This is an optimization exercise on Yosys and OpenROAD, whose aim is small area, a short achievable clock period and few clock cycles, not a production implementation.
Where RTL was checked, it was by simulation tests only, not by an equivalence proof against the original.
No functional check of the RTL was part of runs 8 and 9.
No driver is modelled on the clock port, so clock power and skew are understated where the tree is cut down; a real chip needs a root buffer or a tree.
No activity file was given, so power comes from the tool's default toggle rates.

<file path="flow/config.mk">
export PLATFORM = sky130hd
export DESIGN_NAME = lcd_ctrl
export DESIGN_NICKNAME = lcd_ctrl
export VERILOG_FILES = /design/flow/design.v
export SDC_FILE = /design/flow/constraint.sdc
export NUM_CORES = 4
export LEC_CHECK = 0
export ABC_CLOCK_PERIOD_IN_PS = 2000
export CAP_MARGIN = 20
export CORE_MARGIN = 2
export CORE_UTILIZATION = 40
export SETUP_SLACK_MARGIN = 3.65
export SLEW_MARGIN = 20
</file>
<file path="flow/constraint.sdc">
create_clock -name core_clock -period 5.5 [get_ports {clk}]
set_input_delay 1.1000 -clock core_clock [delete_from_list [all_inputs] [get_ports {clk}]]
set_output_delay 1.1000 -clock core_clock [all_outputs]
set_load 0.01 [all_outputs]
</file>
<file path="flow/design.v">
module lcd_ctrl(clk, reset, datain, cmd, cmd_valid, dataout, output_valid, busy);
input           clk;
input           reset;
input   [7:0]   datain;
input   [2:0]   cmd;
input           cmd_valid;
output  reg [7:0] dataout;
output  reg     output_valid;
output  reg     busy;
reg  [7:0] p [0:35];     
reg        loading;      
reg  [1:0] wr, wc;       
reg  [3:0] pq;           
reg  [1:0] pm;
reg        qv;           
reg        rd;           
reg  [3:0] rcnt;         
reg  [3:0] rq;           
integer i;
reg [7:0] g0, g1, g2, tap;
always @* begin
  case (rq[1:0])
    2'd0: begin g0 = p[0];  g1 = p[12]; g2 = p[24]; end
    2'd1: begin g0 = p[3];  g1 = p[15]; g2 = p[27]; end
    2'd2: begin g0 = p[6];  g1 = p[18]; g2 = p[30]; end
    default: begin g0 = p[9]; g1 = p[21]; g2 = p[33]; end
  endcase
  tap = rq[3] ? g2 : rq[2] ? g1 : g0;
end
wire       m0  = (pm == 2'd0);
wire       m2  = (pm == 2'd2);
reg [3:0] qm1, qm2, qm3, qp1, qp2;
integer k;
always @* begin
  qm1 = 4'd0; qm2 = 4'd0; qm3 = 4'd0; qp1 = 4'd0; qp2 = 4'd0;
  for (k = 0; k < 12; k = k + 1)
    if (pq == k) begin
      qm1 = (k + 11) % 12; qm2 = (k + 10) % 12; qm3 = (k + 9) % 12;
      qp1 = (k + 1) % 12;  qp2 = (k + 2) % 12;
    end
end
wire [1:0] pm_dec = m0 ? 2'd2 : {1'b0, pm[1]};           
wire [3:0] pq_dec = m0 ? qm1 : pq;
wire [1:0] pm_lf  = {pm[0], ~pm[1] & ~pm[0]};          
wire [3:0] pq_lf  = m2 ? pq : qm1;
wire [3:0] pq_up  = m0 ? qm3 : qm2;
wire [3:0] pq_dn  = m0 ? qp1 : qp2;
wire acc   = cmd_valid & ~busy;
wire s_ld  = acc & (cmd == 3'd1);
wire s_rt  = acc & (cmd == 3'd2) & (wc != 2'd3);
wire s_lf  = acc & (cmd == 3'd3) & (wc != 2'd0);
wire s_up  = acc & cmd[2] & ~cmd[0] & (wr != 2'd0);
wire s_dn  = acc & cmd[2] &  cmd[0] & (wr != 2'd3);
wire s_st  = ~(s_ld | s_rt | s_lf | s_up | s_dn);
wire [3:0] npq = ({4{s_ld}} & 4'd4) | ({4{s_rt}} & pq) | ({4{s_lf}} & pq_lf) |
                 ({4{s_up}} & pq_up) | ({4{s_dn}} & pq_dn) | ({4{s_st}} & pq_dec);
wire [1:0] npm = ({2{s_ld}} & 2'd2) | ({2{s_rt}} & pm) | ({2{s_lf}} & pm_lf) |
                 ({2{s_up | s_dn | s_st}} & pm_dec);
reg [3:0] rq_inc, rcnt_inc;
always @* begin
  rq_inc = 4'd0; rcnt_inc = 4'd0;
  for (k = 0; k < 12; k = k + 1)
    if (rq == k) rq_inc = (k + 1) % 12;
  for (k = 0; k < 8; k = k + 1)
    if (rcnt == k) rcnt_inc = k + 1;
end
wire last    = rcnt[3];
wire free    = last;
wire start   = qv & free & (pm == 2'd1) & (~loading | (pq == 4'd9));
wire ldend   = (pq == 4'd5) & m0;
reg        nrd;
reg  [3:0] nrcnt, nrq;
always @* begin
  nrd = rd; nrcnt = rcnt; nrq = rq;
  if (reset) begin
    nrd = 1'b0;
    nrcnt = 4'd8;
  end else if (start) begin
    nrd = 1'b1;
    nrcnt = 4'd0;
    nrq = pq;
  end else if (rd & ~last) begin
    nrcnt = rcnt_inc;
    if (rcnt == 4'd2 || rcnt == 4'd5)
      nrq = rq_inc;
  end else begin
    nrd = 1'b0;
  end
end
wire unsafe_st = (pq == 4'd8) | (pq == 4'd9) | (pq == 4'd10);
wire unsafe_rd = rd & (((rq == 4'd8) & (rcnt == 4'd0)) |
                       ((rq == 4'd9) & (rcnt <= 4'd2)) |
                       ((rq == 4'd10) & ((rcnt == 4'd0) | (rcnt == 4'd3))));
wire unsafe = start ? unsafe_st : unsafe_rd;
wire early = qv & (pm == 2'd2) & (last | (rcnt[2] & rcnt[1] & rcnt[0])) &
             ~loading & ~unsafe_st;
wire       nload = ~reset & (s_ld | (loading & ~ldend));
wire       nqv   = ~reset & (acc | (qv & ~start));
always @(posedge clk) begin
  for (i = 0; i < 35; i = i + 1)
    p[i] <= p[i+1];
  p[35] <= loading ? datain : p[0];
  dataout <= tap;
  loading <= nload;
  qv      <= nqv;
  busy    <= ~reset & (acc | (loading & ~ldend) | (qv & ~start & ~early) | unsafe);
  output_valid <= ~reset & rd;
  pq <= npq;
  pm <= npm;
  if (s_ld) begin
    wr <= 2'd2; wc <= 2'd2;
  end else begin
    if (s_rt) wc <= {wc[1] ^ wc[0], ~wc[0]};
    if (s_lf) wc <= {wc[1] ^ ~wc[0], ~wc[0]};
    if (s_up) wr <= {wr[1] ^ ~wr[0], ~wr[0]};
    if (s_dn) wr <= {wr[1] ^ wr[0], ~wr[0]};
  end
  rd   <= nrd;
  rcnt <= nrcnt;
  rq   <= nrq;
end
endmodule
</file>
<file path="flow/flow/run.sh">
#!/bin/bash
set -euo pipefail
export CTS_ARGS="-sink_clustering_enable -repair_clock_nets -dont_use_dummy_load -buf_list sky130_fd_sc_hd__clkbuf_16 -sink_clustering_size 30 -sink_clustering_max_diameter 200 -sink_buffer_max_cap_derate 0.12"
export BUFFER_PORTS_ARGS="-buffer_cell sky130_fd_sc_hd__buf_2"
export POST_CTS_TCL="$(pwd)/flow/post_cts.tcl"
bash standard.sh > standard.log 2>&1
</file>
<file path="flow/flow/post_cts.tcl">
set block [ord::get_db_block]
set clknet [[$block findBTerm clk] getNet]
set roots {}
foreach it [$clknet getITerms] { lappend roots [$it getInst] }
if {[llength $roots] == 1} {
  set root [lindex $roots 0]
  set onet [[$root findITerm X] getNet]
  set loads {}
  foreach it [$onet getITerms] {
    if {[$it getInst] != $root} { lappend loads $it }
  }
  if {[llength $loads] <= 4} {
    puts "post_cts: removing clock root buffer [$root getName], [llength $loads] loads move to the clock port"
    foreach it $loads { $it disconnect; $it connect $clknet }
    odb::dbInst_destroy $root
    odb::dbNet_destroy $onet
    estimate_parasitics -placement
    repair_timing_helper
    detailed_placement
    check_placement -verbose
  }
}
</file>
<file path="flow/standard.sh">
#!/bin/bash
# synth_recipe.tcl (not shown) runs the flow's synth.tcl, then flattens the netlist and writes it again
# the make line also repeats each setting of config.mk as NAME=value (left out here)
make -C /OpenROAD-flow-scripts/flow DESIGN_CONFIG=/design/flow/config.mk WORK_HOME=/design/flow/orfs CLKGATE_MAP_FILE= SYNTH_SCRIPT=/design/flow/synth_recipe.tcl "${@:-finish}"
</file>
==> results of run 1 <==
## stage by stage
stage	std cells	util, %	total power (W)	hold WS, ns	area, um2
floorplan	559	-	0.00288	0.310	8390
global placement	827	42.7	0.00294	0.311	8690
detailed placement	827	42.7	0.00294	0.312	8690
global route	857	45.8	0.00417	0.309	9330
finish	857	45.8	0.00400	0.304	9330
## state kept, by name (all words and copies together), names as in the netlist
signal and count:
busy 1, dataout 8, loading 1, output_valid 1, p 288, pm 2
pq 4, qv 1, rcnt 4, rd 1, rq 4, wc 2
wr 2
## path summary, 6_finish.rpt
check | from | to | slack (ns)
max | cmd[2] | pq[3]$_DFF_P_ | 3.54
max reg2reg | pq[1]$_DFF_P_ | pq[3]$_DFF_P_ | 3.63
min | p[19][3]$_DFF_P_ | p[18][3]$_DFF_P_ | 0.30
min reg2reg | p[19][3]$_DFF_P_ | p[18][3]$_DFF_P_ | 0.30
## logic make-up after synthesis
kind of cell / count (synthesis)
xor+xnor: 6
buf+inv: 30
mux: 41
simple gates: 96
flops: 319
compound gates: 67
## final cells by class
class                           count  area (um2)
Clock buffer                       13         325
Fill cell                        1762       11000
Inverter                            3        13.8
Multi-Input combinational cell    210        1870
Timing Repair Buffer               42         345
Sequential cell                   319        6440
Tap cell                          270         338
## power by group
part	switching (W)	internal (W)	total [W]
Clock	0.000622	0.000430	0.00105
Combinational	0.000204	0.000196	0.000400
Sequential	0.000122	0.00243	0.00255
## worst max-delay path, stage by stage
cell and delay (ns):
buf_12 0.09, buf_6 0.09, nand3b_1 0.17, nor4b_2 0.34, nor2_1 0.07, a211oi_1 0.26, a211o_1 0.13
## metal layers
layer | vias to the layer above | part of all wire, % | routed length (um) | track usage [%]
li1 | 1971 | - | - | -
met1 | 1959 | 51 | 6530 | 17.8
met2 | 63 | 44 | 5660 | 18.6
met3 | 21 | 2.9 | 373 | 1.56
met4 | 0 | 2.4 | 306 | 3.57
met5 | - | 0 | 0 | 0
## layout by cell type (no fill, tap or decap), types with 3 or more instances in the layout
cell type / n
a31oi_1: 4
a21o_1: 3
nand2b_1: 5
nor3_1: 5
mux4_2: 24
xor2_1: 3
a221oi_1: 3
clkbuf_16: 13
dfxtp_1: 306
a211oi_1: 4
o21ai_0: 15
dfxtp_2: 8
buf_6: 8
edfxtp_1: 4
nand2_1: 24
nand3_1: 7
a21oi_1: 14
or3_1: 3
mux2_2: 8
nor2b_1: 5
o22ai_1: 3
buf_12: 3
buf_2: 15
nor2_1: 15
mux2i_1: 9
buf_4: 16
==> impl_metrics.ini, run 1 <==
[yosys]
synth_cell_types = 63
async_flop_share_pct = 0
yosysSeqAreaShare_pct = 76.7
synthTopCellsByArea = dfxtp_1 (75%), mux4_2 (6.5%), edfxtp_1 (1.4%)
synthMuxAreaShare_pct = 8.60
synth_top_family_by_area = multiplexers
synthFlopType = dfxtp_1
yosysTopAreaCell = dfxtp_1
synth_compound_area_share_pct = 5.62
netlist_area_um2 = 8380
synthSimpleGateAreaFrac_pct = 6.45
ys_ff_latch = 319
synth_area_per_cell_um2 = 15.0
synth_edf_count = 4
synthTopCellsByCount = dfxtp_1 (315), mux4_2 (24), nand2_1 (24)
synth_most_common_cell = dfxtp_1
synth_nets = 573
synth_cells = 559
yosysWarnings = 2
synth_top_area_share_pct = 75.3
synth_adder_area_share_pct = 0
synthXorXnorAreaFrac_pct = 0.627

[grt]
grt_max_degree = 31
grt-ovfl-total = 0
grt_pass1_vias = 4100
grt_pass1_wl_um = 21300
grtUsageTotal_pct = 12.0
grt_antenna_before_repair = 0

[critical_path]
critPathRequiredTime_ns = 5.80
rr_worst_depth = 5
start_kind = primary input
critPathArrivalTime_ns = 2.26
crit_type = primary input to flip-flop
cp-end-kind = flip-flop
cp_max_fo = 8

[routing]
wl_um = 12900
dr.pass1.iters = 4
avgViaCountPerCell = 4.68
vias = 4014
ant_nets = 0
drc = 0
wl_per_cell_um = 15.0
dr.first_iter.drc_count = 211

[cells_and_area]
nNetsFinal = 603
synthToLayoutAreaGrowth_pct = 11.4
antenna_cells = 0
drive_above_1_share_pct = 21.0

[floorplanning]
num_rows = 52
initial_core_util_pct = 41.1
core_um2 = 20400
die-area_um2 = 22100
fp.dieW_um = 149
dieHeight_um = 149
io_pins = 24

[sta]
max_clock_freq_mhz = 509
rsz0062_at_grt = yes
setup-violations-final = 0
worst-slew-pin-transition_ns = 0.547
fin_crit_sh_pct = 35.7
setup_ws_ns = 3.54
finalMaxSlewViolations = 0
period_needed_ns = 1.96
clock_skew_ns = 0.0319
relSlewSlack_pct = 63.6
finalHoldViolCount = 0
timing.setup.tns_ns = 0

[hold_path]
hold_depth = 0
hp-class = flip-flop to flip-flop

[power_and_ir_drop]
ir_drop_mv = 0.212
p_per_area_nw_per_um2 = 429
leakagePower_nw = 3.59

[clock_tree]
cts_sinks = 319
clk_pin_slew_worst_paths_ns = 0.12
clk_latency_ns = 0.36

[outcome]
status = timing/DRC/antenna clean

[place]
gp_congestion = 0.844
hpwl_um = 7490
numPortBuffers = 23
dp_slack_ns = 2.97

[run]
maxCapViolations = 0
Testbench counts, summed over its fixed seeds: cycles 12,034.
==> run 2, diff against run 1 <==
==> flow/flow/run.sh (replaced) <==
#!/bin/bash
set -euo pipefail
export CTS_ARGS="-sink_clustering_enable -repair_clock_nets -dont_use_dummy_load -buf_list sky130_fd_sc_hd__clkbuf_16 -sink_clustering_size 26 -sink_clustering_max_diameter 200 -sink_buffer_max_cap_derate 0.12"
export BUFFER_PORTS_ARGS="-buffer_cell sky130_fd_sc_hd__buf_2"
export POST_CTS_TCL="$(pwd)/flow/post_cts.tcl"
bash standard.sh > standard.log 2>&1
--- a/flow/config.mk
+++ b/flow/config.mk
@@ -7,2 +7,3 @@
 export LEC_CHECK = 0
+export ABC_AREA = 1
 export ABC_CLOCK_PERIOD_IN_PS = 2000
==> run 2 against run 1 <==
Sequential share of layout area decreased by 0.40 points. Sequential cell count unchanged. Still clean. Power increased by 2.0%. Largest power group unchanged. Hold slack got worse by 0.023 ns. Maximum frequency increased by 3.0%.
==> impl_metrics.ini, run 2 <==
[outcome]
status = timing/DRC/antenna clean

[grt]
grt_max_degree = 27
grtUsageTotal_pct = 13.5
grt-ovfl-total = 0
grt_pass1_vias = 4538
grt_pass1_wl_um = 23800
grt_antenna_before_repair = 0

[yosys]
synth_nets = 776
synth_area_per_cell_um2 = 11.0
synth_cell_types = 29
synthFlopType = dfxtp_1
synth_top_area_share_pct = 75.1
yosysSeqAreaShare_pct = 76.5
netlist_area_um2 = 8400
synth_most_common_cell = dfxtp_1
synth_edf_count = 4
synth_cells = 762
synthTopCellsByArea = dfxtp_1 (75%), nand2_1 (9.3%), nand3_1 (2.6%)
ys_ff_latch = 319
yosysWarnings = 2
async_flop_share_pct = 0
synthTopCellsByCount = dfxtp_1 (315), nand2_1 (209), nand3_1 (44)
yosysTopAreaCell = dfxtp_1

[cells_and_area]
reg.largest.list = p x288, dataout x8
mostFrequentLayoutCell = dfxtp_1
layout_common_cells = dfxtp_1 (304), nand2_1 (205), nand3_1 (42), nor2_1 (37), inv_1 (32)
synthToLayoutAreaGrowth_pct = 11.8
antenna_cells = 0
nNetsFinal = 818
fillCellCount = 2003
drive_above_1_share_pct = 12.0
largest_reg_flops = 288
regMostFlops = p

[power_and_ir_drop]
p_per_area_nw_per_um2 = 435
leakagePower_nw = 3.94
clockPowerShare_pct = 27.7
p_comb_share_pct = 10.5
seqPwrFrac_pct = 61.8
intPower_w = 0.00308
ir_drop_mv = 0.232
p_total_w = 0.00408
p_sw_w = 0.00100
switching_share_pct = 24.6

[floorplanning]
num_rows = 53
fp.dieW_um = 149
initial_core_util_pct = 40.3
core_um2 = 20800
die-area_um2 = 22200
io_pins = 24
dieHeight_um = 149

[critical_path]
crit_chain = buf_6
rrSetupSlack_ns = 3.82
r2r_end = rq[3]$_DFFE_PP_
crit_buf_inv = 1
reg2reg_from = pq[2]$_DFF_P_
crit_family = flip-flops
start_kind = flip-flop
max_stage_delay_ns = 0.34
rr_worst_depth = 7
critPathArrivalTime_ns = 0.81
cpMaxStageDelayCell = dfxtp_2
cp_max_fo = 1
critPathRequiredTime_ns = 4.40
cp-end-kind = output pin
crit_type = flip-flop to output pin

[routing]
ant_nets = 0
vias = 4780
drc = 0
dr.first_iter.drc_count = 239
wl_per_cell_um = 13.7
avgViaCountPerCell = 4.44
wl_um = 14700
dr.pass1.iters = 4

[sta]
max_clock_freq_mhz = 525
finalHoldViolCount = 0
worst-slew-pin-transition_ns = 0.557
relSlewSlack_pct = 62.8
timing.setup.tns_ns = 0
finalMaxSlewViolations = 0
fin_crit_sh_pct = 34.6
rsz0062_at_grt = yes
worst_hold_slack_ns = 0.281
setup-violations-final = 0
clock_skew_ns = 0.0425
period_needed_ns = 1.91

[hold_path]
hp-start = p[14][0]$_DFF_P_
hp-class = flip-flop to flip-flop
hold_depth = 0
whs_endpoint = p[13][0]$_DFF_P_

[run]
maxCapViolations = 0

[clock_tree]
clk_pin_slew_worst_paths_ns = 0.09
clk_latency_ns = 0.35
cts_sinks = 319

[place]
numPortBuffers = 23
hpwl_um = 8930
gp_congestion = 0.846
run 2: changes by cell type after synthesis, sizes merged, moves of 8 or more:
cell / change
mux2i: -9
nand3: +36
nand4: +16
mux4: -24
nor2: +29
nand2: +186
clkbuf: -9
inv: +38
mux2: -8
o21ai: +11
run 2: routing by layer:
metal / vias to the layer above / global-route usage [%] / wire [um]
met4: 0 / 3.29 / 250
met5: - / 0 / 0
met2: 74 / 20.7 / 6260
met3: 21 / 2.17 / 651
met1: 2195 / 20.1 / 7550
li1: 2490 / - / -
run 2: stage by stage:
stage / utilization (%) / instance area, um2 / worst slack (ns) / std cells
floorplan: - / 8420 / 3.66 / 762
global placement: 42.1 / 8760 / 3.25 / 1043
detailed placement: 42.1 / 8760 / 3.17 / 1043
global route: 45.1 / 9390 / 3.56 / 1077
finish: 45.1 / 9390 / 3.59 / 1077
run 2: worst max-delay path by stage:
stage | start | to | slack, ns | cells past startpoint
after detailed placement | cmd_valid | pm[1]$_DFF_P_ | 3.17 | 6
after floorplan | cmd_valid | pq[3]$_DFF_P_ | 3.66 | 7
after global placement | cmd_valid | pm[1]$_DFF_P_ | 3.25 | 6
after global routing | dataout[2]$_DFF_P_ | dataout[2] | 3.56 | 1
final | dataout[2]$_DFF_P_ | dataout[2] | 3.59 | 1
run 2: kinds of logic (layout without fill, tap and decap cells):
kind of cell / Yosys count / after routing / share of synthesized area [%]
AOI/OAI and AO/OA: 57 / 57 / 3.81
and+or+nand+nor: 326 / 327 / 16.4
DFF: 319 / 319 / 76.5
buffers and inverters: 60 / 99 / 3.25
run 2: power groups by stage:
stage,registers (W),logic (W),clock network (W)
floorplan,0.00253,0.000347,0
global placement,0.00257,0.000410,0
detailed placement,0.00257,0.000410,0
global route,0.00254,0.000493,0.00124
finish,0.00252,0.000428,0.00113
run 2: layout make-up:
cell class              instances  area, um2  share of cell area (%)
well taps                     275        344                    3.67
clock buffers                  15        375                    4.00
flip-flops and latches        319       6440                    68.6
multi-input cells             384       1740                    18.6
repair buffers                 41        313                    3.33
inverters                      43        171                    1.83
==> run 3, diff against run 2 <==
--- a/flow/config.mk
+++ b/flow/config.mk
@@ -12,3 +12,3 @@
 export CORE_UTILIZATION = 40
-export SETUP_SLACK_MARGIN = 3.65
+export SETUP_SLACK_MARGIN = 3.3
 export SLEW_MARGIN = 20
==> run 3 against run 2 <==
Highest routed layer unchanged. Sequential share of layout area grew 1.8 points. Still clean on timing, DRC and antenna. Largest power group unchanged. Clock power is essentially flat. Worst setup slack lost 0.11 ns. Sequential power is essentially flat. Largest cell class unchanged. Core utilization shrank 1.2 points. Critical endpoint is now busy$_DFF_P_. Die area is the same.
==> impl_metrics.ini, run 3 <==
[floorplanning]
fp.dieW_um = 149
die-area_um2 = 22200
core_um2 = 20800
num_rows = 53
dieHeight_um = 149
initial_core_util_pct = 40.3
io_pins = 24

[power_and_ir_drop]
leakagePower_nw = 3.86
seqPwrFrac_pct = 61.8
clockPowerShare_pct = 27.8
p_total_w = 0.00408
p_comb_share_pct = 10.3
intPower_w = 0.00307
p_per_area_nw_per_um2 = 446
ir_drop_mv = 0.211
switching_share_pct = 24.7
p_sw_w = 0.00101

[sta]
setup-violations-final = 0
timing.setup.tns_ns = 0
max_clock_freq_mhz = 496
fin_crit_sh_pct = 36.6
finalMaxSlewViolations = 0
clock_skew_ns = 0.0480
period_needed_ns = 2.01
worst-slew-pin-transition_ns = 0.723
relSlewSlack_pct = 51.7
rsz0062_at_grt = no
finalHoldViolCount = 0

[hold_path]
hp-class = flip-flop to flip-flop

[critical_path]
cp_max_fo = 11
crit_chain = clkinv_1 -> nand4_1 -> nand2_1 -> nand2_1 -> nand2_1 -> nand2_1
cp-end-kind = flip-flop
max_stage_delay_ns = 0.77
start_kind = flip-flop
crit_top_cell = nand2_1
critPathRequiredTime_ns = 5.76
critPathArrivalTime_ns = 2.27
cpMaxStageDelayCell = dfxtp_1
crit_type = flip-flop to flip-flop

[yosys]
yosysTopAreaCell = dfxtp_1
synth_cells = 762
synth_top_area_share_pct = 75.1
netlist_area_um2 = 8400
async_flop_share_pct = 0
yosysWarnings = 2
yosysSeqAreaShare_pct = 76.5
synthTopCellsByCount = dfxtp_1 (315), nand2_1 (209), nand3_1 (44)
synth_most_common_cell = dfxtp_1
synthTopCellsByArea = dfxtp_1 (75%), nand2_1 (9.3%), nand3_1 (2.6%)
synthFlopType = dfxtp_1
ys_ff_latch = 319
synth_edf_count = 4
synth_cell_types = 29
synth_nets = 776
synth_area_per_cell_um2 = 11.0

[clock_tree]
clk_pin_slew_worst_paths_ns = 0.11
clk_latency_ns = 0.36
cts_sinks = 319

[cells_and_area]
fin_cells = 1059
antenna_cells = 0
drive_above_1_share_pct = 6.63
layout_common_cells = dfxtp_1 (315), nand2_1 (209), nand3_1 (44), nor2_1 (41), inv_1 (36)
nNetsFinal = 800
reg.largest.list = p x288, dataout x8
mostFrequentLayoutCell = dfxtp_1
largest_reg_flops = 288
regMostFlops = p
fillCellCount = 1970
final_cell_area_um2 = 9130
synthToLayoutAreaGrowth_pct = 8.73

[routing]
drc = 0
vias = 4694
avgViaCountPerCell = 4.43
wl_per_cell_um = 13.6
wl_um = 14400
dr.first_iter.drc_count = 241
dr.pass1.iters = 4
ant_nets = 0

[place]
numPortBuffers = 23
place_inst = 1044
hpwl_um = 9140
placed_cell_area_um2 = 8750
gp_congestion = 0.850

[grt]
grtUsageTotal_pct = 13.3
grt_pass1_wl_um = 23600
grt_pass1_vias = 4545
grt_antenna_before_repair = 0
grt-ovfl-total = 0
grt_max_degree = 27

[run]
maxCapViolations = 0

[outcome]
status = timing/DRC/antenna clean
run 3: changes by cell type in the layout (fill, tap and decap cells not counted), sizes merged:
cell / change
buf: -17
inv: +3
clkinvlp: -2
clkinv: -1
nor2: -1
run 3: final timing paths:
path | end | depth (start not counted) | from | slack [ns]
setup / recovery | busy$_DFF_P_ | 6 | loading$_DFF_P_ | 3.49
hold / removal | p[34][0]$_DFF_P_ | 0 | p[35][0]$_DFF_P_ | 0.27
setup reg to reg | busy$_DFF_P_ | 6 | loading$_DFF_P_ | 3.49
hold reg to reg | p[34][0]$_DFF_P_ | 0 | p[35][0]$_DFF_P_ | 0.27
run 3: cell families (layout without fill, tap and decap cells):
kind of cell	after synthesis	in the layout	share of synthesized area [%]
simple gates	326	326	16.4
flops	319	319	76.5
buf+inv	60	82	3.25
compound gates	57	57	3.81
run 3: layer usage:
metal	track usage [%]	wire, um	up-vias
met5	0	0	-
met4	3.29	197	0
met3	2.14	526	13
met2	20.6	6160	66
met1	19.6	7470	2161
li1	-	-	2454
run 3: cell type report:
type	instances	area [um2]	area share, %
Clock buffer	15	375	4.11
Inverter	43	161	1.77
Multi-Input combinational cell	383	1700	18.6
Sequential cell	319	6430	70.4
Tap cell	275	344	3.77
Timing Repair Buffer	24	123	1.34
run 3: critical path: cells and delay by family, from the launching register on:
kind,cells,cell delay (ns)
AND/OR/NAND/NOR,5,0.52
buffers and inverters,1,0.61
flip-flops,1,0.77
run 3: power by group through the flow:
stage / clock network (W) / registers, W / logic (W)
2_1_floorplan: 0 / 0.00253 / 0.000344
3_3_place_gp: 0 / 0.00257 / 0.000416
3_5_place_dp: 0 / 0.00257 / 0.000420
5_1_grt: 0.00125 / 0.00253 / 0.000492
6_report: 0.00114 / 0.00252 / 0.000422
run 3: per-stage QoR:
step                setup WS, ns  utilization (%)  hold WS, ns
finish                      3.49             43.8        0.274
global route                3.31             43.8        0.271
detailed placement          3.21             42.0        0.312
global placement            3.24             42.0        0.310
floorplan                   3.55                -        0.310
==> run 4, diff against run 3 <==
--- a/flow/config.mk
+++ b/flow/config.mk
@@ -12,3 +12,3 @@
 export CORE_UTILIZATION = 40
-export SETUP_SLACK_MARGIN = 3.3
+export SETUP_SLACK_MARGIN = 3.5
 export SLEW_MARGIN = 20
==> run 4 against run 3 <==
Die area is the same. Critical path depth shrank 5. Via count grew 1.7%. Sequential share of layout area shrank 1.1 points. Worst setup slack gained 0.10 ns. Sequential cell count is the same. Sequential power is essentially flat. Global-route usage is the same. Non-clock buffer count grew 11. Core utilization grew 0.75 points. Final area grew 1.7%. Count of clock-buffer cells in the layout is the same. Critical path type is now flip-flop to output pin. Largest cell class unchanged. Highest routed layer unchanged.
==> impl_metrics.ini, run 4 <==
[yosys]
yosysSeqAreaShare_pct = 76.5
synthSimpleGateAreaFrac_pct = 16.4
synth_top_area_share_pct = 75.1
synth_most_common_cell = dfxtp_1
synth_cell_types = 29
synth_nets = 776
synthMuxAreaShare_pct = 0
synthFlopType = dfxtp_1
synth_cells = 762
synthTopCellsByCount = dfxtp_1 (315), nand2_1 (209), nand3_1 (44)
synthXorXnorAreaFrac_pct = 0
ys_ff_latch = 319
synth_adder_area_share_pct = 0
synthTopCellsByArea = dfxtp_1 (75%), nand2_1 (9.3%), nand3_1 (2.6%)
async_flop_share_pct = 0
yosysWarnings = 2
synth_compound_area_share_pct = 3.81
synth_edf_count = 4
synth_area_per_cell_um2 = 11.0
netlist_area_um2 = 8400
synth_top_family_by_area = simple AND/OR/NAND/NOR gates
yosysTopAreaCell = dfxtp_1

[sta]
finalMaxSlewViolations = 0
worst-slew-pin-transition_ns = 0.807
setup-violations-final = 0
relSlewSlack_pct = 46.1
timing.setup.tns_ns = 0
finalHoldViolCount = 0
fin_crit_sh_pct = 34.8
max_clock_freq_mhz = 523
setup_ws_ns = 3.59
clock_skew_ns = 0.0456
period_needed_ns = 1.91
rsz0062_at_grt = no

[power_and_ir_drop]
ir_drop_mv = 0.210
leakagePower_nw = 3.91
p_per_area_nw_per_um2 = 440

[critical_path]
crit_family = flip-flops
cpMaxStageDelayCell = dfxtp_2
crit_chain = buf_2
critPathArrivalTime_ns = 0.81
rrSetupSlack_ns = 3.66
cp-end-kind = output pin
cp.depth = 1
r2r_end = rq[3]$_DFFE_PP_
critPathRequiredTime_ns = 4.40
rr_worst_depth = 8
start_kind = flip-flop
reg2reg_from = pq[3]$_DFF_P_
max_stage_delay_ns = 0.33
cp-endpoint = dataout[0]
cp_max_fo = 1
crit_start = dataout[0]$_DFF_P_
crit_buf_inv = 1
crit_type = flip-flop to output pin

[place]
gp_congestion = 0.850
numPortBuffers = 23
placed_cell_area_um2 = 8750
hpwl_um = 9140
dp_slack_ns = 3.21

[routing]
vias = 4774
wl_um = 14700
dr.pass1.iters = 4
wl_per_cell_um = 13.7
dr.first_iter.drc_count = 214
avgViaCountPerCell = 4.46
ant_nets = 0
drc = 0

[floorplanning]
fp.dieW_um = 149
io_pins = 24
num_rows = 53
core_um2 = 20800
initial_core_util_pct = 40.3
die-area_um2 = 22200
dieHeight_um = 149

[cells_and_area]
final_cell_area_um2 = 9290
synthToLayoutAreaGrowth_pct = 10.6
nNetsFinal = 812
regMostFlops = p
antenna_cells = 0
mostFrequentLayoutCell = dfxtp_1
fillCellCount = 1959
layout_common_cells = dfxtp_1 (308), nand2_1 (208), nand3_1 (42), nor2_1 (40), inv_1 (34)
drive_above_1_share_pct = 9.92
regArea_um2 = 6430
reg.largest.list = p x288, dataout x8
multi_input_area_um2 = 1720
largest_reg_flops = 288

[clock_tree]
clk_latency_ns = 0.36
cts_sinks = 319
clk_pin_slew_worst_paths_ns = 0.09

[outcome]
status = timing/DRC/antenna clean

[grt]
grt_pass1_vias = 4545
grtUsageTotal_pct = 13.3
grt_pass1_wl_um = 23600
grt_max_degree = 27
grt-ovfl-total = 0
grt_antenna_before_repair = 0

[run]
maxCapViolations = 0

[hold_path]
hp-class = flip-flop to flip-flop
==> run 4: cell counts after synthesis <==
Identical to the previous run, type by type.
==> run 4: report_power, final <==
group          leakage [nW]  switching [W]  internal (W)  total (W)
clock                 0.185       0.000640      0.000492    0.00113
combinational          1.12       0.000280      0.000150   0.000430
sequential             2.60      0.0000860       0.00243    0.00252
total                  3.91        0.00101       0.00308    0.00408
==> run 4: area by class of cell <==
type                            count  share of cell area [%]
Sequential cell                   319                    69.3
Multi-Input combinational cell    384                    18.5
Clock buffer                       15                    4.04
Tap cell                          275                    3.71
Timing Repair Buffer               35                    2.55
Inverter                           43                    1.87
==> run 4: worst min-delay path by stage <==
stage,startpoint,to,slack (ns),depth (start not counted)
after floorplan,p[1][0]$_DFF_P_,p[0][0]$_DFF_P_,0.31,0
after global placement,p[1][1]$_DFF_P_,p[0][1]$_DFF_P_,0.31,0
after detailed placement,p[13][5]$_DFF_P_,p[12][5]$_DFF_P_,0.31,0
after global routing,p[35][0]$_DFF_P_,p[34][0]$_DFF_P_,0.27,0
final,p[35][0]$_DFF_P_,p[34][0]$_DFF_P_,0.28,0
==> run 4: cell families after synthesis <==
kind of cell / Yosys count
flip-flops: 319
AND/OR/NAND/NOR: 326
AO/OA/AOI/OAI: 57
buffers and inverters: 60
==> run 4: stage by stage <==
| stage | total power [W] | hold slack, ns | std cells | util [%] |
|---|---|---|---|---|
| 3_5_place_dp | 0.00299 | 0.312 | 1044 | 42.0 |
| 6_report | 0.00408 | 0.275 | 1071 | 44.6 |
| 3_3_place_gp | 0.00299 | 0.310 | 1044 | 42.0 |
| 2_1_floorplan | 0.00287 | 0.310 | 762 | - |
| 5_1_grt | 0.00429 | 0.271 | 1071 | 44.6 |
==> run 4: routing by layer <==
layer	up-vias	routed length [um]	GRT usage, %
met3	13	633	2.14
met5	-	0	0
met2	76	6310	20.6
met1	2206	7510	19.6
li1	2479	-	-
met4	0	192	3.29
==> run 5, diff against run 4 <==
--- a/flow/config.mk
+++ b/flow/config.mk
@@ -7,3 +7,2 @@
 export LEC_CHECK = 0
-export ABC_AREA = 1
 export ABC_CLOCK_PERIOD_IN_PS = 2000
==> run 5 against run 4 <==
Sequential power about the same. Core utilization increased by 0.57 points. Non-clock buffer count is 4 lower. Sequential cell count stayed put. Largest cell class unchanged.
==> impl_metrics.ini, run 5 <==
[critical_path]
cp_max_fo = 11
critPathArrivalTime_ns = 2.25
crit_type = primary input to flip-flop
start_kind = primary input
critPathRequiredTime_ns = 5.75
cp-end-kind = flip-flop

[yosys]
netlist_area_um2 = 8380
synth_area_per_cell_um2 = 15.0
synth_cells = 559
synth_nets = 573
async_flop_share_pct = 0
synth_top_area_share_pct = 75.3
synth_cell_types = 63
synthTopCellsByCount = dfxtp_1 (315), mux4_2 (24), nand2_1 (24)
ys_ff_latch = 319
synthFlopType = dfxtp_1
synth_most_common_cell = dfxtp_1
yosysTopAreaCell = dfxtp_1
synth_edf_count = 4
yosysWarnings = 2
yosysSeqAreaShare_pct = 76.7
synthTopCellsByArea = dfxtp_1 (75%), mux4_2 (6.5%), edfxtp_1 (1.4%)

[cells_and_area]
nNetsFinal = 594
reg.largest.list = p x288, dataout x8
largest_reg_flops = 288
drive_above_1_share_pct = 17.8
synthToLayoutAreaGrowth_pct = 9.78
regArea_um2 = 6440
multi_input_area_um2 = 1800
layout_common_cells = dfxtp_1 (307), nand2_1 (24), mux4_2 (24), buf_2 (17), nor2_1 (16)
mostFrequentLayoutCell = dfxtp_1
fillCellCount = 1794
antenna_cells = 0
regMostFlops = p

[place]
hpwl_um = 7530
numPortBuffers = 23
gp_congestion = 0.793

[power_and_ir_drop]
p_total_w = 0.00404
ir_drop_mv = 0.208
p_per_area_nw_per_um2 = 439
leakagePower_nw = 3.53

[clock_tree]
clk_latency_ns = 0.35
clk_pin_slew_worst_paths_ns = 0.11
cts_sinks = 319

[floorplanning]
initial_core_util_pct = 41.1
num_rows = 52
fp.dieW_um = 149
dieHeight_um = 149
die-area_um2 = 22100
core_um2 = 20400
io_pins = 24

[routing]
avgViaCountPerCell = 4.69
wl_per_cell_um = 15.1
dr.first_iter.drc_count = 171
wl_um = 12800
vias = 3977
drc = 0
dr.pass1.iters = 4
ant_nets = 0

[sta]
period_needed_ns = 2.00
timing.setup.tns_ns = 0
clock_skew_ns = 0.0438
setup-violations-final = 0
max_clock_freq_mhz = 500
finalHoldViolCount = 0
fin_crit_sh_pct = 36.3
finalMaxSlewViolations = 0
rsz0062_at_grt = yes
relSlewSlack_pct = 44.1
worst-slew-pin-transition_ns = 0.839

[grt]
grt_max_degree = 28
grt_pass1_wl_um = 20600
grt_antenna_before_repair = 0
grtUsageTotal_pct = 11.6
grt-ovfl-total = 0
grt_pass1_vias = 3897

[outcome]
status = timing/DRC/antenna clean

[hold_path]
hp-class = flip-flop to flip-flop

[run]
maxCapViolations = 0
-- run 5: cell types whose count changed in the layout (fill, tap and decap cells not counted), sizes merged, moves of 8 or more --
| cell | before | now |
|---|---|---|
| nand2 | 211 | 25 |
| inv | 39 | 3 |
| nand3 | 44 | 8 |
| nor2 | 47 | 17 |
| mux4 | 0 | 24 |
| nand4 | 18 | 2 |
| o21ai | 26 | 15 |
| mux2i | 0 | 9 |
| mux2 | 0 | 8 |
-- run 5: report_power, final --
group | internal, W | leakage [nW] | switching, W
registers | 0.00243 | 2.60 | 0.000126
clock network | 0.000491 | 0.185 | 0.000625
logic | 0.000178 | 0.753 | 0.000188
total | 0.00310 | 3.53 | 0.000940
-- run 5: final cells by class --
| class | count | area share (%) |
|---|---|---|
| sequential | 319 | 70.0 |
| multi-input combinational | 210 | 19.6 |
| clock buffer | 15 | 4.08 |
| tap | 270 | 3.67 |
| timing repair buffer | 31 | 2.53 |
| inverter | 3 | 0.122 |
-- run 5: logic make-up (layout without fill, tap and decap cells) --
group,Yosys count,after routing,share of synthesized area [%]
flops,319,319,76.7
simple gates,96,96,6.45
compound gates,67,67,5.62
mux,41,41,8.60
buf+inv,30,49,2.00
xor+xnor,6,6,0.627
-- run 5: final timing paths --
path                      endpoint  depth (start not counted)        startpoint  slack (ns)
setup / recovery     pq[1]$_DFF_P_                          6            cmd[2]        3.50
hold / removal    p[31][3]$_DFF_P_                          0  p[32][3]$_DFF_P_        0.29
setup reg to reg     pq[3]$_DFF_P_                          5     pq[0]$_DFF_P_        3.66
hold reg to reg   p[31][3]$_DFF_P_                          0  p[32][3]$_DFF_P_        0.29
-- run 5: layer usage --
layer / GRT usage, % / vias up / routed length [um]
li1: - / 1952 / -
met1: 17.7 / 1958 / 6550
met2: 17.2 / 44 / 5600
met3: 1.66 / 23 / 359
met4: 3.38 / 0 / 293
met5: 0 / - / 0
-- run 5: worst max-delay path: stages --
cell and delay [ns]:
buf_6 0.11, nand4bb_4 0.24, a211o_4 0.34, nand2_4 0.09, o211ai_2 0.07, or3_1 0.30
-- run 5: metrics by stage --
stage	cell area (um2)	setup slack, ns	utilization, %	hold slack, ns	instances
after floorplan	8390	3.20	-	0.310	559
after global placement	8690	3.02	42.7	0.311	827
after detailed placement	8690	3.00	42.7	0.312	827
after global routing	9200	3.49	45.2	0.283	848
final	9200	3.50	45.2	0.291	848
==> run 6, diff against run 5 <==
--- a/flow/config.mk
+++ b/flow/config.mk
@@ -11,2 +11,3 @@
 export CORE_UTILIZATION = 40
+export PLACE_DENSITY = 0.75
 export SETUP_SLACK_MARGIN = 3.5
==> run 6 against run 5 <==
Still clean on timing, DRC and antenna. Die area stayed put. Sequential share of layout area is 0.099 points lower. Final cell count is 0.24% higher. Sequential cell count stayed put. Final area is 0.12% higher. Routed wire length is 1.4% lower. Hold slack worse by 0.018 ns. Synthesized area stayed put. Sequential power hardly changed. Via count is 0.91% lower. Clock power hardly changed. Non-clock buffer count is 2 higher. Critical path type unchanged.
==> impl_metrics.ini, run 6 <==
[yosys]
synthXorXnorAreaFrac_pct = 0.627
synth_top_area_share_pct = 75.3
synth_nets = 573
synth_most_common_cell = dfxtp_1
synthTopCellsByArea = dfxtp_1 (75%), mux4_2 (6.5%), edfxtp_1 (1.4%)
synthSimpleGateAreaFrac_pct = 6.45
synth_area_per_cell_um2 = 15.0
synth_cells = 559
ys_ff_latch = 319
yosysSeqAreaShare_pct = 76.7
synth_edf_count = 4
synthFlopType = dfxtp_1
yosysTopAreaCell = dfxtp_1
yosysWarnings = 2
synth_compound_area_share_pct = 5.62
synth_adder_area_share_pct = 0
synth_top_family_by_area = multiplexers
netlist_area_um2 = 8380
synth_cell_types = 63
synthMuxAreaShare_pct = 8.60
synthTopCellsByCount = dfxtp_1 (315), mux4_2 (24), nand2_1 (24)
async_flop_share_pct = 0

[cells_and_area]
mostFrequentLayoutCell = dfxtp_1
antenna_cells = 0
nNetsFinal = 596
synthToLayoutAreaGrowth_pct = 9.92
multi_input_area_um2 = 1800
reg.largest.list = p x288, dataout x8
largest_reg_flops = 288
drive_above_1_share_pct = 17.8
fillCellCount = 1737
regMostFlops = p
regArea_um2 = 6430
layout_common_cells = dfxtp_1 (308), nand2_1 (24), mux4_2 (24), buf_2 (17), nor2_1 (16)

[grt]
grt_max_degree = 28
grt_pass1_vias = 3935
grtUsageTotal_pct = 11.6
grt-ovfl-total = 0
grt_antenna_before_repair = 0
grt_pass1_wl_um = 20800

[routing]
routed.top_layer = met4
met1_length_um = 6180
dr.pass1.iters = 5
wl_per_cell_um = 14.9
avgViaCountPerCell = 4.64
ant_nets = 0
wl_met2_um = 5660
dr.first_iter.drc_count = 211
drc = 0
met3WireLength_um = 542
vias = 3941
wl_um = 12600

[critical_path]
cp_max_fo = 18
crit_buf_inv = 1
reg2reg_from = pq[1]$_DFF_P_
cpMaxStageDelayCell = a211o_4
max_stage_delay_ns = 0.33
start_kind = primary input
crit_family = simple AND/OR/NAND/NOR gates
crit_start = cmd[0]
cp-end-kind = flip-flop
crit_type = primary input to flip-flop
crit_chain = buf_12 -> and3b_1 -> a211o_4 -> nand2_4 -> o211ai_2 -> or3_1
critPathArrivalTime_ns = 2.26
critPathRequiredTime_ns = 5.73

[outcome]
status = timing/DRC/antenna clean

[sta]
max_clock_freq_mhz = 492
rsz0062_at_grt = yes
worst-slew-pin-transition_ns = 0.819
timing.setup.tns_ns = 0
finalMaxSlewViolations = 0
fin_crit_sh_pct = 37.0
finalHoldViolCount = 0
relSlewSlack_pct = 45.4
period_needed_ns = 2.03
setup-violations-final = 0
clock_skew_ns = 0.0419

[floorplanning]
core_um2 = 20400
num_rows = 52
fp.dieW_um = 149
dieHeight_um = 149
io_pins = 24
die-area_um2 = 22100
initial_core_util_pct = 41.1

[place]
hpwl_um = 7650
gp_congestion = 0.793
numPortBuffers = 23

[hold_path]
hp-class = flip-flop to flip-flop
hp-start = p[34][6]$_DFF_P_

[power_and_ir_drop]
p_sw_w = 0.000943
leakagePower_nw = 3.54
clockPowerShare_pct = 27.7
seqPwrFrac_pct = 63.0
p_comb_share_pct = 9.3
p_total_w = 0.00404
p_per_area_nw_per_um2 = 439
switching_share_pct = 23.3
intPower_w = 0.00310
ir_drop_mv = 0.177

[clock_tree]
clk_latency_ns = 0.36
clk_pin_slew_worst_paths_ns = 0.10
cts_sinks = 319

[run]
maxCapViolations = 0
-- run 6: layout make-up --
type,instances,area share (%)
clock buffers,15,4.08
repair buffers,33,2.70
multi-input cells,210,19.6
flip-flops and latches,319,69.9
well taps,270,3.67
inverters,3,0.122
-- run 6: cells by family after synthesis --
| family | count (synthesis) |
|---|---|
| AOI/OAI and AO/OA | 67 |
| buffers and inverters | 30 |
| DFF | 319 |
| xor gates and xnor gates | 6 |
| and+or+nand+nor | 96 |
| muxes | 41 |
-- run 6: worst reg2reg max path, delay by kind of cell (launching register included) --
| family | cells | cell delay (ns) |
|---|---|---|
| compound gates | 3 | 0.72 |
| flops | 1 | 0.59 |
| simple gates | 2 | 0.46 |
-- run 6: per-layer routing --
metal  vias up  GRT usage [%]
met5         -              0
met4         0           3.19
met3        18           2.02
met2        69           18.6
met1      1900           16.5
li1       1954              -
-- run 6: path summary, 6_finish.rpt --
path / endpoint / slack [ns] / cells after the start
setup / recovery: pq[1]$_DFF_P_ / 3.47 / 6
hold / removal: p[33][6]$_DFF_P_ / 0.27 / 0
setup reg to reg: pq[3]$_DFF_P_ / 3.62 / 5
hold reg to reg: p[33][6]$_DFF_P_ / 0.27 / 0
-- run 6: power by group through the flow --
stage | sequential, W | combinational [W] | clock (W)
after floorplan | 0.00253 | 0.000351 | 0
after global placement | 0.00259 | 0.000337 | 0
after detailed placement | 0.00260 | 0.000346 | 0
after global routing | 0.00257 | 0.000408 | 0.00124
final | 0.00255 | 0.000376 | 0.00112
-- run 6: through the flow --
| step | utilization (%) | hold slack (ns) | std cells | setup slack, ns | cell area (um2) |
|---|---|---|---|---|---|
| finish | 45.2 | 0.273 | 850 | 3.47 | 9210 |
| global route | 45.2 | 0.279 | 850 | 3.45 | 9210 |
| detailed placement | 42.7 | 0.312 | 827 | 2.96 | 8690 |
| global placement | 42.7 | 0.311 | 827 | 3.02 | 8690 |
| floorplan | - | 0.310 | 559 | 3.20 | 8390 |
==> run 7, diff against run 6 <==
--- a/flow/config.mk
+++ b/flow/config.mk
@@ -11,3 +11,4 @@
 export CORE_UTILIZATION = 40
-export PLACE_DENSITY = 0.75
+export GPL_ROUTABILITY_DRIVEN = 0
+export GPL_TIMING_DRIVEN = 0
 export SETUP_SLACK_MARGIN = 3.5
==> run 7 against run 6 <==
Still clean. Global-route usage up 0.96 points. Power is 1.3% higher. Worst setup slack worse by 0.077 ns. Hold slack improved by 0.0059 ns. Register-to-register slack about the same. First-iteration DRC count grew 10%. Final cell count increased by 2.5%. Highest routed layer unchanged.
==> impl_metrics.ini, run 7 <==
[yosys]
synth_cell_types = 63
synthTopCellsByArea = dfxtp_1 (75%), mux4_2 (6.5%), edfxtp_1 (1.4%)
yosysWarnings = 2
ys_ff_latch = 319
synth_area_per_cell_um2 = 15.0
synth_nets = 573
synth_most_common_cell = dfxtp_1
synth_cells = 559
synth_edf_count = 4
synth_top_area_share_pct = 75.3
netlist_area_um2 = 8380
async_flop_share_pct = 0
yosysSeqAreaShare_pct = 76.7
synthFlopType = dfxtp_1
yosysTopAreaCell = dfxtp_1
synthTopCellsByCount = dfxtp_1 (315), mux4_2 (24), nand2_1 (24)

[outcome]
status = timing/DRC/antenna clean

[sta]
max_clock_freq_mhz = 474
worst-slew-pin-transition_ns = 0.993
clock_skew_ns = 0.0434
timing.setup.tns_ns = 0
relSlewSlack_pct = 33.8
worst_hold_slack_ns = 0.279
finalMaxSlewViolations = 0
fin_crit_sh_pct = 38.4
period_needed_ns = 2.11
finalHoldViolCount = 0
setup-violations-final = 0
rsz0062_at_grt = yes

[grt]
grt-ovfl-total = 0
grtUsageTotal_pct = 12.6
grt_max_degree = 27
grt_pass1_wl_um = 21900
grt_pass1_vias = 4136
grt_antenna_before_repair = 0

[routing]
ant_nets = 0
vias = 4081
dr.first_iter.drc_count = 233
wl_per_cell_um = 15.5
avgViaCountPerCell = 4.69
dr.pass1.iters = 6
wl_um = 13500
drc = 0

[critical_path]
cp_max_fo = 6
critPathRequiredTime_ns = 5.71
reg2reg_from = rq[1]$_DFFE_PP_
cp-end-kind = flip-flop
start_kind = primary input
max_stage_delay_ns = 0.37
crit_start = cmd[2]
crit_chain = buf_6 -> buf_8 -> and3b_2 -> nand4_1 -> buf_4 -> a21oi_2 -> or3_1
critPathArrivalTime_ns = 2.32
crit_type = primary input to flip-flop
cpMaxStageDelayCell = or3_1

[cells_and_area]
regArea_um2 = 6430
largest_reg_flops = 288
antenna_cells = 0
regMostFlops = p
multi_input_area_um2 = 1830
nNetsFinal = 617
post-route-util_pct = 45.8
drive_above_1_share_pct = 20.3
fin_cells = 871
synthToLayoutAreaGrowth_pct = 11.4
reg.largest.list = p x288, dataout x8
fillCellCount = 1789
mostFrequentLayoutCell = dfxtp_1
layout_common_cells = dfxtp_1 (311), buf_2 (25), nand2_1 (24), mux4_2 (24)

[place]
hpwl_um = 8400
numPortBuffers = 21
place_inst = 850

[clock_tree]
cts_sinks = 319
clk_latency_ns = 0.36
clk_pin_slew_worst_paths_ns = 0.09

[floorplanning]
core_um2 = 20400
die-area_um2 = 22100
initial_core_util_pct = 41.1
io_pins = 24
fp.dieW_um = 149
num_rows = 52
dieHeight_um = 149

[power_and_ir_drop]
p_per_area_nw_per_um2 = 439
leakagePower_nw = 3.61
ir_drop_mv = 0.279

[hold_path]
hp-class = flip-flop to flip-flop
hp-start = p[32][3]$_DFF_P_

[run]
maxCapViolations = 0
==> run 7: stage by stage <==
| stage | power [W] | instance area, um2 | setup slack (ns) |
|---|---|---|---|
| after floorplan | 0.00288 | 8390 | 3.20 |
| after global placement | 0.00297 | 8830 | 2.99 |
| after detailed placement | 0.00299 | 8830 | 2.98 |
| after global routing | 0.00428 | 9330 | 3.39 |
| final | 0.00410 | 9330 | 3.39 |
==> run 7: cell type report <==
cell class                      count  share of cell area, %
Clock buffer                       15                   4.02
Multi-Input combinational cell    210                   19.6
Sequential cell                   319                   68.9
Tap cell                          270                   3.62
Inverter                            3                  0.121
Timing Repair Buffer               27                   1.81
Buffer                             27                   1.86
==> run 7: worst max-delay path, delay by kind of cell <==
family	cells	cell delay (ns)
simple gates	3	0.82
buf+inv	3	0.37
compound gates	1	0.03
==> run 7: worst paths after layout <==
check	end	slack, ns	depth (start not counted)
max	pq[1]$_DFF_P_	3.39	7
min	p[31][3]$_DFF_P_	0.28	0
max reg2reg	dataout[2]$_DFF_P_	3.63	6
min reg2reg	p[31][3]$_DFF_P_	0.28	0
==> run 7: per-layer routing <==
layer  vias to the layer above  GRT usage (%)  part of all wire [%]
met5                         -              0                     0
met3                        23           1.72                   3.4
met4                         0           3.43                   2.1
met1                      1984           18.1                    49
li1                       2001              -                     -
met2                        73           20.2                    45
==> run 7: cells by family (layout without fill, tap and decap cells) <==
kind of cell	after synthesis	after routing	synth area share, %
DFF	319	319	76.7
muxes	41	41	8.60
xor gates and xnor gates	6	6	0.627
buffers and inverters	30	72	2.00
and+or+nand+nor	96	96	6.45
AOI/OAI and AO/OA	67	67	5.62
==> run 7: where the power goes <==
group	internal, W	switching [W]	total (W)
clock	0.000491	0.000629	0.00112
sequential	0.00243	0.0000693	0.00250
combinational	0.000215	0.000265	0.000480
total	0.00313	0.000964	0.00410
==> run 8, diff against run 7 <==
--- a/flow/design.v
+++ b/flow/design.v
@@ -15,3 +15,2 @@
 reg        qv;           
-reg        rd;           
 reg  [3:0] rcnt;         
@@ -66,18 +65,18 @@
 end
-wire last    = rcnt[3];
-wire free    = last;
+wire rd      = ~(rcnt[3] & rcnt[0]);
+wire last    = rcnt[3] & ~rcnt[0];
+wire free    = rcnt[3];
 wire start   = qv & free & (pm == 2'd1) & (~loading | (pq == 4'd9));
 wire ldend   = (pq == 4'd5) & m0;
-reg        nrd;
 reg  [3:0] nrcnt, nrq;
 always @* begin
-  nrd = rd; nrcnt = rcnt; nrq = rq;
+  nrcnt = rcnt; nrq = rq;
   if (reset) begin
-    nrd = 1'b0;
-    nrcnt = 4'd8;
+    nrcnt = 4'd9;
   end else if (start) begin
-    nrd = 1'b1;
     nrcnt = 4'd0;
     nrq = pq;
-  end else if (rd & ~last) begin
+  end else if (free) begin
+    nrcnt = 4'd9;
+  end else begin
     nrcnt = rcnt_inc;
@@ -85,4 +84,2 @@
       nrq = rq_inc;
-  end else begin
-    nrd = 1'b0;
   end
@@ -90,3 +87,3 @@
 wire unsafe_st = (pq == 4'd8) | (pq == 4'd9) | (pq == 4'd10);
-wire unsafe_rd = rd & (((rq == 4'd8) & (rcnt == 4'd0)) |
+wire unsafe_rd = (((rq == 4'd8) & (rcnt == 4'd0)) |
                        ((rq == 4'd9) & (rcnt <= 4'd2)) |
@@ -94,3 +91,3 @@
 wire unsafe = start ? unsafe_st : unsafe_rd;
-wire early = qv & (pm == 2'd2) & (last | (rcnt[2] & rcnt[1] & rcnt[0])) &
+wire early = qv & (pm == 2'd2) & (free | (~rcnt[3] & rcnt[2] & rcnt[1] & rcnt[0])) &
              ~loading & ~unsafe_st;
@@ -117,3 +114,2 @@
   end
-  rd   <= nrd;
   rcnt <= nrcnt;
--- a/flow/config.mk
+++ b/flow/config.mk
@@ -7,2 +7,3 @@
 export LEC_CHECK = 0
+export ABC_AREA = 1
 export ABC_CLOCK_PERIOD_IN_PS = 2000
@@ -11,4 +12,2 @@
 export CORE_UTILIZATION = 40
-export GPL_ROUTABILITY_DRIVEN = 0
-export GPL_TIMING_DRIVEN = 0
 export SETUP_SLACK_MARGIN = 3.5
==> run 8 against run 7 <==
Non-clock buffer count shrank 28. Final cell count grew 20%. Power grew 0.50%. Critical path type is now flip-flop to output pin. Routed wire length grew 10%. Critical path depth shrank 6. Register-to-register slack gained 0.03 ns. Clock skew grew 0.015 ns.
==> impl_metrics.ini, run 8 <==
[cells_and_area]
nNetsFinal = 789
synthToLayoutAreaGrowth_pct = 10.1
fin_cells = 1043
post-route-util_pct = 44.9
fillCellCount = 1951
regMostFlops = p
antenna_cells = 0
largest_reg_flops = 288
drive_above_1_share_pct = 8.80
mostFrequentLayoutCell = dfxtp_1
layout_common_cells = dfxtp_1 (306), nand2_1 (212), nand3_1 (42), inv_1 (34), nor2_1 (29)
reg.largest.list = p x288, dataout x8

[sta]
worst-slew-pin-transition_ns = 0.826
relSlewSlack_pct = 44.9
setup-violations-final = 0
period_needed_ns = 1.92
finalMaxSlewViolations = 0
max_clock_freq_mhz = 521
fin_crit_sh_pct = 34.9
rsz0062_at_grt = yes
finalHoldViolCount = 0
clock_skew_ns = 0.0584
timing.setup.tns_ns = 0

[power_and_ir_drop]
switching_share_pct = 25.2
intPower_w = 0.00308
seqPwrFrac_pct = 61.3
p_comb_share_pct = 11.1
ir_drop_mv = 0.222
clockPowerShare_pct = 27.6
p_sw_w = 0.00104
leakagePower_nw = 3.82
p_per_area_nw_per_um2 = 452
p_total_w = 0.00412

[yosys]
netlist_area_um2 = 8280
yosysSeqAreaShare_pct = 77.4
synth_cell_types = 26
async_flop_share_pct = 0
yosysWarnings = 2
synth_nets = 760
synth_cells = 746
synthTopCellsByCount = dfxtp_1 (314), nand2_1 (212), nand3_1 (42)
synth_most_common_cell = dfxtp_1
ys_ff_latch = 318
synth_edf_count = 4
synthTopCellsByArea = dfxtp_1 (76%), nand2_1 (9.6%), nand3_1 (2.5%)
synthFlopType = dfxtp_1
synth_area_per_cell_um2 = 11.1
yosysTopAreaCell = dfxtp_1
synth_top_area_share_pct = 75.9

[critical_path]
critPathArrivalTime_ns = 0.82
start_kind = flip-flop
crit_buf_inv = 1
max_stage_delay_ns = 0.34
cpMaxStageDelayCell = dfxtp_2
cp_max_fo = 1
cp-end-kind = output pin
crit_type = flip-flop to output pin
crit_family = flip-flops
crit_chain = buf_6
critPathRequiredTime_ns = 4.40

[routing]
wl_um = 14900
avgViaCountPerCell = 4.48
ant_nets = 0
wl_per_cell_um = 14.3
vias = 4677
dr.first_iter.drc_count = 222
dr.pass1.iters = 6
drc = 0

[grt]
grt_max_degree = 27
grt_antenna_before_repair = 0
grt-ovfl-total = 0
grtUsageTotal_pct = 13.6
grt_pass1_wl_um = 23900
grt_pass1_vias = 4652

[floorplanning]
core_um2 = 20300
dieHeight_um = 148
io_pins = 24
initial_core_util_pct = 40.8
fp.dieW_um = 148
num_rows = 52
die-area_um2 = 21900

[hold_path]
hp-class = flip-flop to flip-flop

[place]
numPortBuffers = 23
hpwl_um = 9100
place_inst = 1025
gp_congestion = 0.858

[clock_tree]
clk_pin_slew_worst_paths_ns = 0.11
clk_latency_ns = 0.36
cts_sinks = 318

[outcome]
status = timing/DRC/antenna clean

[run]
maxCapViolations = 0
run 8: power groups by stage:
stage	clock network (W)	registers, W	logic, W
after detailed placement	0	0.00257	0.000440
final	0.00114	0.00252	0.000458
after global routing	0.00125	0.00254	0.000526
after global placement	0	0.00257	0.000436
after floorplan	0	0.00253	0.000361
run 8: kinds of logic after synthesis:
group | count (synthesis) | share of synthesized area [%]
AND/OR/NAND/NOR | 318 | 16.2
flip-flops | 318 | 77.4
buffers and inverters | 59 | 3.08
AO/OA/AOI/OAI | 51 | 3.38
run 8: worst paths after layout:
check	startpoint	slack, ns	depth (start not counted)	to
max	dataout[3]$_DFF_P_	3.58	1	dataout[3]
min	p[15][7]$_DFF_P_	0.28	0	p[14][7]$_DFF_P_
max reg2reg	rq[2]$_DFFE_PP_	3.66	5	rq[3]$_DFFE_PP_
min reg2reg	p[15][7]$_DFF_P_	0.28	0	p[14][7]$_DFF_P_
run 8: per-stage QoR:
step | hold slack, ns | cell area (um2) | worst slack, ns
6_report | 0.277 | 9120 | 3.58
2_1_floorplan | 0.310 | 8280 | 3.59
5_1_grt | 0.274 | 9120 | 3.48
3_3_place_gp | 0.309 | 8650 | 3.16
3_5_place_dp | 0.312 | 8650 | 3.12
run 8: layout make-up:
| class | instances | area (um2) | share of cell area, % |
|---|---|---|---|
| clock buffers | 15 | 375 | 4.12 |
| repair buffers | 26 | 181 | 1.99 |
| flip-flops and latches | 318 | 6420 | 70.4 |
| multi-input cells | 370 | 1640 | 17.9 |
| inverters | 44 | 170 | 1.87 |
| well taps | 270 | 338 | 3.71 |
run 8: routing by layer:
metal	share of wire [%]	global-route usage (%)	up-vias
li1	-	-	2412
met1	50	19.0	2170
met2	45	22.6	72
met3	3.4	1.98	23
met4	2.2	3.05	0
met5	0	0	-
==> run 9, diff against run 8 <==
--- a/flow/flow/post_cts.tcl
+++ b/flow/flow/post_cts.tcl
@@ -16,2 +16,41 @@
     odb::dbNet_destroy $onet
+    set mids {}
+    foreach it [$clknet getITerms] { lappend mids [$it getInst] }
+    set n [llength $mids]
+    foreach mid $mids {
+      if {$n >= 4} break
+      set mnet [[$mid findITerm X] getNet]
+      set sinks {}
+      foreach it [$mnet getITerms] {
+        if {[$it getInst] != $mid} {
+          set bb [[$it getInst] getBBox]
+          lappend sinks [list [expr {[$bb xMin] + [$bb yMin] * 0}] $it]
+        }
+      }
+      if {[llength $sinks] < 4} continue
+      # order the loads by x, and give the half farther from the buffer to a copy
+      set sinks [lsort -integer -index 0 $sinks]
+      set half [expr {[llength $sinks] / 2}]
+      set lo [lrange $sinks 0 [expr {$half - 1}]]
+      set hi [lrange $sinks $half end]
+      set name "[$mid getName]_b"
+      set new [odb::dbInst_create $block [$mid getMaster] $name]
+      set nnet [odb::dbNet_create $block "${name}_net"]
+      $nnet setSigType CLOCK
+      # place the copy at the centre of its loads
+      set sx 0; set sy 0
+      foreach s $hi { set bb [[[lindex $s 1] getInst] getBBox]; incr sx [$bb xMin]; incr sy [$bb yMin] }
+      $new setLocation [expr {$sx / [llength $hi]}] [expr {$sy / [llength $hi]}]
+      $new setPlacementStatus PLACED
+      [$new findITerm A] connect $clknet
+      [$new findITerm X] connect $nnet
+      foreach s $hi { set it [lindex $s 1]; $it disconnect; $it connect $nnet }
+      # move the original to the centre of the loads it keeps
+      set sx 0; set sy 0
+      foreach s $lo { set bb [[[lindex $s 1] getInst] getBBox]; incr sx [$bb xMin]; incr sy [$bb yMin] }
+      $mid setLocation [expr {$sx / [llength $lo]}] [expr {$sy / [llength $lo]}]
+      incr n
+      puts "post_cts: split [$mid getName]: [llength $lo] + [llength $hi] loads"
+    }
+    detailed_placement
     estimate_parasitics -placement
==> run 9 against run 8 <==
Still clean. Via count grew 0.56%. Global-route usage grew 0.15 points. Critical path depth grew 8. Routed wire length grew 0.68%. Clock skew shrank 0.0033 ns. Worst setup slack gained 0.041 ns. Die area is the same. Clock power grew 5%. Sequential share of layout area shrank 0.44 points. Sequential cell count is the same. Core utilization grew 0.28 points. Critical endpoint is now pq[0]$_DFF_P_.
==> impl_metrics.ini, run 9 <==
[yosys]
yosysTopAreaCell = dfxtp_1
synth_area_per_cell_um2 = 11.1
synth_compound_area_share_pct = 3.38
synth_most_common_cell = dfxtp_1
async_flop_share_pct = 0
synthFlopType = dfxtp_1
synth_cell_types = 26
synthMuxAreaShare_pct = 0
synthXorXnorAreaFrac_pct = 0
yosysWarnings = 2
synthTopCellsByArea = dfxtp_1 (76%), nand2_1 (9.6%), nand3_1 (2.5%)
synth_top_area_share_pct = 75.9
synth_edf_count = 4
synth_adder_area_share_pct = 0
synth_top_family_by_area = simple AND/OR/NAND/NOR gates
netlist_area_um2 = 8280
synth_cells = 746
synthTopCellsByCount = dfxtp_1 (314), nand2_1 (212), nand3_1 (42)
ys_ff_latch = 318
yosysSeqAreaShare_pct = 77.4
synthSimpleGateAreaFrac_pct = 16.2
synth_nets = 760

[clock_tree]
clk_pin_slew_worst_paths_ns = 0.10
cts_sinks = 318
clk_latency_ns = 0.31

[cells_and_area]
synthToLayoutAreaGrowth_pct = 10.8
final_cell_area_um2 = 9170
largest_reg_flops = 288
reg.largest.list = p x288, dataout x8
mostFrequentLayoutCell = dfxtp_1
regMostFlops = p
drive_above_1_share_pct = 9.29
antenna_cells = 0
nNetsFinal = 791
fin_cells = 1045
layout_common_cells = dfxtp_1 (306), nand2_1 (212), nand3_1 (41), inv_1 (34), nor2_1 (28)

[place]
hpwl_um = 9100
place_inst = 1025
gp_congestion = 0.858
placed_cell_area_um2 = 8650
numPortBuffers = 23

[floorplanning]
dieHeight_um = 148
num_rows = 52
initial_core_util_pct = 40.8
core_um2 = 20300
io_pins = 24
fp.dieW_um = 148
die-area_um2 = 21900

[sta]
finalMaxSlewViolations = 0
setup-violations-final = 0
clock_skew_ns = 0.0551
worst_hold_slack_ns = 0.281
fin_crit_sh_pct = 34.1
relSlewSlack_pct = 39.6
rsz0062_at_grt = yes
period_needed_ns = 1.88
max_clock_freq_mhz = 533
timing.setup.tns_ns = 0
worst-slew-pin-transition_ns = 0.905
finalHoldViolCount = 0

[critical_path]
cp-end-kind = flip-flop
critPathArrivalTime_ns = 2.14
cp_max_fo = 6
crit_type = primary input to flip-flop
start_kind = primary input
critPathRequiredTime_ns = 5.76

[grt]
grt_antenna_before_repair = 0
grtUsageTotal_pct = 13.7
grt_max_degree = 27
grt_pass1_vias = 4685
grt-ovfl-total = 0
grt_pass1_wl_um = 24000

[power_and_ir_drop]
ir_drop_mv = 0.182
leakagePower_nw = 3.84
p_per_area_nw_per_um2 = 456

[run]
maxCapViolations = 0

[routing]
wl_per_cell_um = 14.3
ant_nets = 0
avgViaCountPerCell = 4.50
vias = 4703
drc = 0
dr.first_iter.drc_count = 197
wl_um = 15000
dr.pass1.iters = 4

[hold_path]
hp-class = flip-flop to flip-flop

[outcome]
status = timing/DRC/antenna clean
run 9: worst paths after layout:
check / from / end / slack, ns / depth (start not counted)
worst min-delay path: p[15][7]$_DFF_P_ / p[14][7]$_DFF_P_ / 0.28 / 0
worst min register to register: p[15][7]$_DFF_P_ / p[14][7]$_DFF_P_ / 0.28 / 0
worst max-delay path: cmd_valid / pq[0]$_DFF_P_ / 3.62 / 9
worst max register to register: rq[2]$_DFFE_PP_ / rq[3]$_DFFE_PP_ / 3.64 / 5
run 9: final cells by class, clock buffers not listed:
type                       instances  area [um2]
buffer                             2        50.0
multi-input combinational        370        1640
inverter                          44         170
tap                              270         338
fill                            1943       11100
timing repair buffer              26         181
sequential                       318        6420
run 9: routing by layer:
layer  part of all wire, %  GRT usage, %  wire, um  vias up
met1                    50          19.0      7520     2202
met5                     0             0         0        -
met3                   2.2          1.85       332       28
li1                      -             -         -     2420
met4                   3.0          4.10       446        0
met2                    45          22.6      6670       53
run 9: kinds of logic (layout without fill, tap and decap cells):
kind of cell           Yosys count  in the layout
flip-flops                     318            318
AND/OR/NAND/NOR                318            319
buffers and inverters           59             87
AO/OA/AOI/OAI                   51             51
run 9: metrics by stage:
stage / utilization, % / setup WS [ns] / total power (W)
finish: 45.2 / 3.62 / 0.00419
global route: 45.2 / 3.48 / 0.00439
detailed placement: 42.6 / 3.12 / 0.00301
global placement: 42.6 / 3.16 / 0.00301
floorplan: - / 3.59 / 0.00290
run 9: power by group:
part	internal, W	switching [W]	total, W	leakage (nW)
logic	0.000155	0.000306	0.000461	1.04
clock network	0.000557	0.000641	0.00120	0.209
registers	0.00243	0.0000938	0.00253	2.60
total	0.00314	0.00104	0.00419	3.84
run 9: critical path, stage by stage:
cell      delay, ns
buf_2          0.09
inv_1          0.04
nor2_2         0.21
nand2_1        0.08
nor2_1         0.28
o211ai_1       0.15
nand2_1        0.09
nor2_1         0.04
nand2_1        0.06

re-timing with driven ports:
The results above use ideal ports. As a check the final layouts listed here were re-extracted and re-timed, cells and wires unchanged.
Step 1 (the two cells are an assumption about what drives the block):
set clk [get_ports {clk}]
set_driving_cell -lib_cell sky130_fd_sc_hd__clkbuf_16 $clk
set_driving_cell -lib_cell sky130_fd_sc_hd__buf_2 [delete_from_list [all_inputs] $clk]
Step 2 times the ports against the registers' clock, not the clock port: input delays grow and output delays shrink by t, the midpoint of the rising clock arrivals with the driver on.
Three values: ideal, step 1, step 2; two values: the first two.
run | shift t [ns] | setup slack, ns | worst setup path after step 2 | worst register clock-pin slew, ns
run 1 | 0.395 | 3.537 / 3.509 / 3.130 | input to register | 0.12 / 0.12
run 2 | 0.389 | 3.595 / 3.538 / 3.391 | input to register | 0.10 / 0.10
run 3 | 0.396 | 3.486 / 3.486 / 3.230 | input to register | 0.11 / 0.11
run 4 | 0.395 | 3.588 / 3.530 / 3.322 | input to register | 0.11 / 0.11
run 5 | 0.385 | 3.501 / 3.524 / 3.139 | input to register | 0.11 / 0.11
run 6 | 0.400 | 3.468 / 3.463 / 3.063 | input to register | 0.10 / 0.10
run 7 | 0.399 | 3.391 / 3.414 / 3.014 | input to register | 0.11 / 0.11
run 8 | 0.390 | 3.581 / 3.523 / 3.279 | input to register | 0.11 / 0.11
run 9 | 0.366 | 3.622 / 3.543 / 3.313 | input to register | 0.10 / 0.10
After both steps setup and hold are still met in every run listed. For run 1, which loses most, drivers alone change the setup slack by -0.028 ns; drivers and shift together by -0.407 ns.
